Background: an optimization exercise with open tools, aiming at small area and a short achievable clock period. Do not read the settings as production practice.
Only simulation tests tie the RTL to the original design; equivalence was not proved.
Power figures rest on the tool's default switching activity, not on a simulated workload.

== build 8 ==
## Processor_Main_Module
module Processor_Main_Module(data_in,clk,reset,data_out,ins,A,B,current_address,ans_ex,mux_ans_dm,ans_wb,interrupt,
imem_data,dmem_rdata,dmem_en,dmem_we,dmem_wdata);
Size in the first run: about 1700 cells after synthesis, about 390 flip-flops, roughly 130 I/O pins.
==> flow/config.mk <==
export PLATFORM = sky130hd
export DESIGN_NAME = Processor_Main_Module
export DESIGN_NICKNAME = Processor_Main_Module
export VERILOG_FILES = /design/flow/design.v
export SDC_FILE = /design/flow/constraint.sdc
export NUM_CORES = 4
export LEC_CHECK = 0
export CAP_MARGIN = 20
export CORE_MARGIN = 2
export CORE_UTILIZATION = 50
export CTS_CLUSTER_DIAMETER = 70
export CTS_CLUSTER_SIZE = 22
export SETUP_SLACK_MARGIN = 5
export SLEW_MARGIN = 20
export SYNTH_HIERARCHICAL = 1
==> flow/constraint.sdc <==
create_clock -name core_clock -period 12.5 [get_ports {clk}]
set_input_delay 2.5000 -clock core_clock [delete_from_list [all_inputs] [get_ports {clk}]]
set_output_delay 2.5000 -clock core_clock [all_outputs]
set_load 0.01 [all_outputs]
standard.sh (not shown) runs the stock make flow with config.mk's settings and CLKGATE_MAP_FILE= SYNTH_SCRIPT=/design/flow/synth_recipe.tcl, a recipe that flattens the netlist after the stock synthesis.
==> flow/flow/run.sh <==
#!/bin/bash
# The standard layout (standard synthesis unchanged, same settings), except that the
# port buffers are plain buffers (buf_2), which the timing repair can resize, instead of
# the delay cells buffer_ports picks by default. Every port is still buffered.
set -euo pipefail
bash standard.sh synth > synth.log 2>&1
bash standard.sh "BUFFER_PORTS_ARGS=-buffer_cell sky130_fd_sc_hd__buf_2" finish > layout.log 2>&1
Here is what was changed in the inputs of build 58 compared with build 8.
==> flow/flow/run.sh <==
#!/bin/bash
# The standard layout (standard synthesis unchanged, same settings), except:
#  - the port buffers are plain buffers (buf_1), which the timing repair can resize,
#    instead of the delay cells buffer_ports picks by default; every port is still buffered;
#  - the timing repair aims at a setup margin of 5.3 ns instead of 5.
set -euo pipefail
bash standard.sh synth > synth.log 2>&1
bash standard.sh SETUP_SLACK_MARGIN=5.3 \
  "BUFFER_PORTS_ARGS=-buffer_cell sky130_fd_sc_hd__buf_1" \
  finish > layout.log 2>&1
--- a/flow/config.mk
+++ b/flow/config.mk
@@ -8 +8 @@
-export CAP_MARGIN = 20
+export CAP_MARGIN = 10
@@ -10,3 +10,3 @@
-export CORE_UTILIZATION = 50
-export CTS_CLUSTER_DIAMETER = 70
-export CTS_CLUSTER_SIZE = 22
+export CORE_UTILIZATION = 55
+export CTS_CLUSTER_DIAMETER = 80
+export CTS_CLUSTER_SIZE = 26
@@ -14 +14 @@
-export SLEW_MARGIN = 20
+export SLEW_MARGIN = 10
Notes after the runs:
Side by side, normalized max-slew margin turned out lower in build 58 than in build 8. Going from build 8 to build 58, number of detailed-route iterations in the first pass moved up, worst setup slack rose 180 ps, number of clock-tree buffers in the layout shrank by about 22%.
> inputs changed (build 58 -> build 86)
--- a/flow/config.mk
+++ b/flow/config.mk
@@ -8 +8 @@
-export CAP_MARGIN = 10
+export CAP_MARGIN = 20
@@ -14 +14 @@
-export SLEW_MARGIN = 10
+export SLEW_MARGIN = 20
[summary]
- Summary of build 86 over build 58: die area comparable; utilization fell by 0.70 points.
- Build 86 vs. build 58: proportion of power drawn by the clock network went down by 0.7 points.
- Buffer count excluding the clock tree in the final layout: build 86 vs build 58 down about 8%
Changes in build 3 relative to build 86:
==> flow/flow/run.sh <==
#!/bin/bash
# The standard layout (standard synthesis unchanged, same settings), except that the
# port buffers are plain buffers (buf_2), which the timing repair can resize, instead of
# the delay cells buffer_ports picks by default. Every port is still buffered.
set -euo pipefail
bash standard.sh synth > synth.log 2>&1
bash standard.sh "BUFFER_PORTS_ARGS=-buffer_cell sky130_fd_sc_hd__buf_2" finish > layout.log 2>&1
--- a/flow/config.mk
+++ b/flow/config.mk
@@ -10,3 +10 @@
-export CORE_UTILIZATION = 55
-export CTS_CLUSTER_DIAMETER = 80
-export CTS_CLUSTER_SIZE = 26
+export CORE_UTILIZATION = 50
--- outcome ---
- Of build 3 and build 86, it is build 3 that has the lower critical path depth.
- Looking at power consumption, build 3 sits about 18% higher than build 86 does.
- Taking build 86 as the reference, in build 3 routability congestion estimate from global placement shows a reduction of 4.4%; total power per unit cell area shows an increase of 21 nW/µm².
- Build 86 has a lower largest voltage drop on the vdd net than build 3.
- Looking at termination of the worst setup path, the current_address[2] result is from build 3; the current_address[5] one comes from build 86.
- Clock buffer and inverter area fraction after layout up 3.7 points in build 3 wrt build 86
- Measured against each other, build 3 and build 86 differ in average vias per placed instance, the lower figure coming from build 3.
- In the tables for build 3 and build 86, sequential share of layout area reads lower with build 3.
- Number of tapcells went up by more than 10% going from build 86 to build 3.
[inputs] build 46 vs build 3
--- a/flow/flow/run.sh
+++ b/flow/flow/run.sh
@@ -4,0 +5 @@
+# The timing repair aims at a setup margin of 5.5 ns instead of 5.
@@ -7 +8 @@
-bash standard.sh "BUFFER_PORTS_ARGS=-buffer_cell sky130_fd_sc_hd__buf_2" finish > layout.log 2>&1
+bash standard.sh SETUP_SLACK_MARGIN=5.5 "BUFFER_PORTS_ARGS=-buffer_cell sky130_fd_sc_hd__buf_2" finish > layout.log 2>&1
--- a/flow/config.mk
+++ b/flow/config.mk
@@ -10,0 +11,2 @@
+export CTS_CLUSTER_DIAMETER = 70
+export CTS_CLUSTER_SIZE = 22
[summary]
Against build 3, headroom to the max-slew limit in build 46 came out worse.
Worst setup slack: build 46 better than build 3
Power density of the placed cells ended up 7.5% lower on build 46 than on build 3.
CTS sink count came out exactly the same in build 46 and build 3.
A capturing element of the worst setup path of current_address[1] is what build 46 shows, while current_address[2] belongs to build 3.
From build 3 to build 46 the numbers moved as follows: via count of the first global-routing pass now sits at about the same level, peak fanout along the critical path decreased by 11 relative to the old numbers.

========
Processor_Main_Module again, from the RTL that the note above started with.
Design Processor_Main_Module, start of the top module:
module Processor_Main_Module(data_in,clk,reset,data_out,ins,A,B,current_address,ans_ex,mux_ans_dm,ans_wb,interrupt,
imem_data,dmem_rdata,dmem_en,dmem_we,dmem_wdata);
input  [7:0]  data_in;
input         clk;
input         interrupt;
input         reset;
output reg [7:0] data_out;
input  [19:0] imem_data;
input  [7:0]  dmem_rdata;
output reg    dmem_en;
output reg    dmem_we;
output reg [7:0] dmem_wdata;
output [19:0] ins;
output [7:0]  A;
output [7:0]  B;
output [7:0]  current_address;
output reg [7:0] ans_ex;
output [7:0]  mux_ans_dm;
output reg [7:0] ans_wb;
wire r = reset;
reg        init, spm, s_q1, s_q2, s_q3, sm0;
reg [19:0] it;           
reg [7:0]  ah;           
reg [7:0]  ca2;          
assign ins = spm ? it : imem_data;
wire [4:0] opi = ins[19:15];
wire J3    = &opi[4:2];                  
wire RET   = (opi == 5'd16);
wire JMP   = (opi == 5'd24);
wire ld_s  = init & (opi == 5'd20) & ~s_q1;
wire jmp_s = init & J3 & ~s_q3;
wire hlt_s = init & (opi == 5'd17);
wire stall = ld_s | jmp_s | hlt_s;
wire Zf, Cf;                             
wire [7:0] jl   = RET ? ca2 : (sm0 ? 8'hF0 : ins[7:0]);
wire [7:0] ah1;
  ...
export LEC_CHECK = 0
export CAP_MARGIN = 20
export CORE_MARGIN = 2
export CORE_UTILIZATION = 55
export CTS_CLUSTER_DIAMETER = 80
export CTS_CLUSTER_SIZE = 26
export SETUP_SLACK_MARGIN = 5
export SLEW_MARGIN = 20
export SYNTH_HIERARCHICAL = 1
create_clock -name core_clock -period 12.5 [get_ports {clk}]
==> flow/flow/run.sh <==
#!/bin/bash
# The standard layout (standard synthesis unchanged, same settings), except:
#  - the port buffers are plain buffers (buf_1), which the timing repair can resize,
#    instead of the delay cells buffer_ports picks by default; every port is still buffered;
#  - the timing repair aims at a setup margin of 5.4 ns instead of 5.
set -euo pipefail
bash standard.sh synth > synth.log 2>&1
bash standard.sh SETUP_SLACK_MARGIN=5.4 \
  "BUFFER_PORTS_ARGS=-buffer_cell sky130_fd_sc_hd__buf_1" \
  finish > layout.log 2>&1
Change:
--- a/flow/flow/run.sh
+++ b/flow/flow/run.sh
@@ -5 +5 @@
-#  - the timing repair aims at a setup margin of 5.4 ns instead of 5.
+#  - the timing repair aims at a setup margin of 5.3 ns instead of 5.
@@ -8 +8 @@
-bash standard.sh SETUP_SLACK_MARGIN=5.4 \
+bash standard.sh SETUP_SLACK_MARGIN=5.3 \
- CTS_CLUSTER_DIAMETER: 80 -> 90
- CTS_CLUSTER_SIZE: 26 -> 30
Effect: Maximum frequency is higher slightly. Sequential cell count is unchanged. Design area goes down by a few percent. Non-clock buffer count fell by 55.

[what the ideal ports hide]
No port has a modelled driver above. Below, the same layouts with a new extraction and two added sets of constraints. Step 1 sets driving cells, clkbuf_16 on the clock port and buf_2 on the other inputs (assumed; they add their load-dependent delay and slew). Step 2 times the ports against the registers' clock, not the clock port: input delays grow and output delays shrink by t, the midpoint of the rising clock arrivals with the driver on. a / b / c = ideal / step 1 / step 2; a / b = the first two.
run	t, ns	slack for setup (ns)	hold WS [ns]	worst setup path after step 2	slew at the worst register clock pin (ns)
build 8	0.668	5.132 / 5.096 / 5.096	0.435 / 0.435 / 0.435	input to output	0.09 / 0.09
build 58	0.613	5.310 / 5.285 / 5.285	0.442 / 0.442 / 0.442	input to output	0.10 / 0.10
build 86	0.602	5.318 / 5.276 / 5.276	0.440 / 0.440 / 0.440	input to output	0.10 / 0.10
build 3	0.630	5.106 / 5.070 / 5.070	0.434 / 0.434 / 0.434	input to output	0.07 / 0.07
build 46	0.667	5.294 / 5.245 / 5.245	0.436 / 0.436 / 0.436	input to output	0.09 / 0.09
the first run of note 2	0.601	5.278 / 5.215 / 4.691	0.441 / 0.441 / 0.441	input to register	0.10 / 0.10
the second run of note 2	0.596	5.315 / 5.292 / 5.292	0.444 / 0.444 / 0.444	input to output	0.12 / 0.12
After both steps every run listed still meets setup and hold. For the first run of note 2, which loses most, drivers alone change the setup slack by -0.063 ns; drivers and shift together by -0.587 ns.
